From an optimization exercise on the open Yosys and OpenROAD flow, aimed at small area; shortcuts taken in it are not production practice.
Only simulation tests tie the RTL to the original design; equivalence was not proved.
Power figures rest on the tool's default switching activity, not on a simulated workload.

Setup of run 1:
==> flow/design.v (excerpt) <==
module cpu (
    input         clk,
    input         reset,       
    input  [31:0] mem_rdata,   
    output [31:0] mem_addr,    
    output [31:0] mem_wdata,   
    output        mem_wr       
);
For scale: ~5000 cells after synthesis, ~1200 flip-flops, ~99 I/O pins, about 44000 um2 of cells after synthesis.
Settings: LEC_CHECK=0, CAP_MARGIN=20, CORE_MARGIN=2, CORE_UTILIZATION=55, PLACE_DENSITY=0.85, SLEW_MARGIN=20; clock period 20.0 ns.
standard.sh (not shown) runs the stock make flow with config.mk's settings and CLKGATE_MAP_FILE= SYNTH_SCRIPT=/design/flow/synth_recipe.tcl, a recipe that flattens the netlist after the stock synthesis.
==> flow/flow/run.sh <==
#!/bin/bash
here=$(pwd)
rm -rf scripts_mod
cp -r "$FLOW_HOME/scripts" scripts_mod
cp flow/abc_map.script scripts_mod/abc_speed.script
export SCRIPTS_DIR="$here/scripts_mod"
export BUFFER_PORTS_ARGS="-buffer_cell sky130_fd_sc_hd__buf_1"
export CTS_ARGS="-sink_clustering_enable -repair_clock_nets -dont_use_dummy_load -sink_clustering_size 25 -sink_clustering_max_diameter 120"
bash standard.sh > standard_flow.log 2>&1
==> flow/flow/abc_map.script <==
&get -n
&st
&dch -f
&nf -R 1000 -p -F 20 -A 20 -C 32
&st
&synch2
&nf -R 1000 -p -F 20 -A 20 -C 32
&put
topo
stime -c
dnsize -c
--- input diff run 1..run 4 ---
- PLACE_DENSITY changed from 0.85 to 0.6
- CORE_UTILIZATION changed from 55 to 40
==> flow/flow/abc_map.script <==
&get -n
&st
&dch -f
&nf -R 1000 -p -F 10 -A 10
&put
topo
stime -c
dnsize -c
[summary]
- | share of the clock period used by the worst path after layout | run 4 vs run 1 | 8.0 points lower |
- Run 1 has a higher wire length reported by the detailed router than run 4.
- Taking run 1 over run 4, the total power consumption of the routed design ratio works out to 1.06.

========
## before
cpu again, from the RTL that the note above started with.
// cpu
module cpu (
    input         clk,
    input         reset,       
    input  [31:0] mem_rdata,   
    output [31:0] mem_addr,    
    output [31:0] mem_wdata,   
    output        mem_wr       
);
localparam [4:0]
    S_RST   = 5'd0,
    S_FETCH = 5'd1,
    S_DEC   = 5'd2,
    S_REXEC = 5'd3,
    S_RWB   = 5'd4,    
    S_NOP2  = 5'd5,    
    S_JR    = 5'd6,
    S_MDST  = 5'd7,
    S_WAIT  = 5'd8,
    S_IEXEC = 5'd9,
    S_BR    = 5'd10,
    S_LSADR = 5'd11,
    S_LWMEM = 5'd12,
    S_LDWB  = 5'd13,   
    S_SWMEM = 5'd14,
    S_LUI   = 5'd15,
    S_J     = 5'd16,
    S_JAL   = 5'd17,
    S_PUSHA = 5'd18,
    S_PUSHM = 5'd19,
    S_SPWB  = 5'd20,   
    S_POPA  = 5'd21,
    S_POPM  = 5'd22,
    S_EXC   = 5'd23,
    S_EXCF  = 5'd24;
reg  [4:0]  state;
reg  [31:0] PC, AO, IR, EPC;
reg         slt_q;
wire [5:0] op = IR[31:26];
wire [5:0] fn = IR[5:0];
wire [4:0] rs = IR[25:21];
wire [4:0] rt = IR[20:16];
wire [4:0] rd = IR[15:11];
wire [15:0] imm = IR[15:0];
wire [31:0] sext = {{16{imm[15]}}, imm};
wire st_fetch = state == S_FETCH;
wire st_dec   = state == S_DEC;
wire st_rexec = state == S_REXEC;
wire st_rwb   = state == S_RWB;
wire st_jr    = state == S_JR;
wire st_mdst  = state == S_MDST;
wire st_wait  = state == S_WAIT;
wire st_iexec = state == S_IEXEC;
wire st_br    = state == S_BR;
wire st_lsadr = state == S_LSADR;
wire st_lwmem = state == S_LWMEM;
wire st_ldwb  = state == S_LDWB;
wire st_swmem = state == S_SWMEM;
wire st_lui   = state == S_LUI;
wire st_j     = state == S_J;
wire st_jal   = state == S_JAL;
wire st_pusha = state == S_PUSHA;
wire st_pushm = state == S_PUSHM;
wire st_spwb  = state == S_SPWB;
wire st_popa  = state == S_POPA;
wire st_popm  = state == S_POPM;
wire st_exc   = state == S_EXC;
wire st_rst   = state == S_RST;
  ...
==> flow/config.mk <==
export PLATFORM = sky130hd
export DESIGN_NAME = cpu
export DESIGN_NICKNAME = cpu
export VERILOG_FILES = /design/flow/design.v
export SDC_FILE = /design/flow/constraint.sdc
export NUM_CORES = 4
export LEC_CHECK = 0
export CAP_MARGIN = 20
export CORE_MARGIN = 2
export CORE_UTILIZATION = 40
export PLACE_DENSITY = 0.6
export SLEW_MARGIN = 20
==> flow/constraint.sdc <==
create_clock -name core_clock -period 20.0 [get_ports {clk}]
set_input_delay 4.0000 -clock core_clock [delete_from_list [all_inputs] [get_ports {clk}]]
set_output_delay 4.0000 -clock core_clock [all_outputs]
set_load 0.01 [all_outputs]
==> flow/flow/abc_map.script <==
&get -n
&st
&dch -f
&nf -R 1000 -p -F 20 -A 20 -C 32
&st
&synch2
&nf -R 1000 -p -F 20 -A 20 -C 32
&put
topo
stime -c
dnsize -c
Scripts as last shown in full above: flow/flow/run.sh
#### Input delta (after over before)
diff --git a/flow/flow/run.sh b/flow/flow/run.sh
--- a/flow/flow/run.sh
+++ b/flow/flow/run.sh
@@ -8 +8 @@
-export CTS_ARGS="-sink_clustering_enable -repair_clock_nets -dont_use_dummy_load -sink_clustering_size 25 -sink_clustering_max_diameter 120"
+export CTS_ARGS="-sink_clustering_enable -repair_clock_nets -dont_use_dummy_load -sink_clustering_size 28 -sink_clustering_max_diameter 125"
Findings:
Status: number of fill cells parity (before, after). On core occupancy in the finished layout, before and after are neck and neck. before -> after: critical path depth delta 0, exact match. Lower switching portion of total power was reported by before, not after. Between before and after, share of the clock period used by the worst path after layout is higher for before, after comes in under that. Between before and after, the difference in cell area is negligible. On clock skew: after sits below before. In terms of number of global-route vias before repair, before and after differ only marginally. after against before: met2 global-route usage moved up; share of total power in the clock network shrank by 0.5 points; overall power dropped 0.54%.

what the ideal ports hide:
In the flow no input, the clock included, has a driving cell. The finished layouts below were timed again as built, in two steps. Step 1: set_driving_cell puts a clkbuf_16 on clk and a buf_2 on each other input, an assumption about the parent block. Step 2 also shifts input and output timing later by t, the mid clock arrival at the registers, as if the neighbouring blocks saw the same clock. Three values: no drivers, after step 1, after step 2; two values: the first two.
| run | t (ns) | setup WS [ns] | pins driven straight from the clock port |
|---|---|---|---|
| run 1 | 0.754 | 6.568 / 6.568 / 6.568 | 1 |
| run 4 | 0.752 | 8.163 / 8.163 / 8.163 | 1 |
| before | 0.778 | 6.209 / 6.209 / 6.209 | 1 |
| after | 0.766 | 6.250 / 6.250 / 6.250 | 1 |
After both steps every run listed still meets setup and hold.
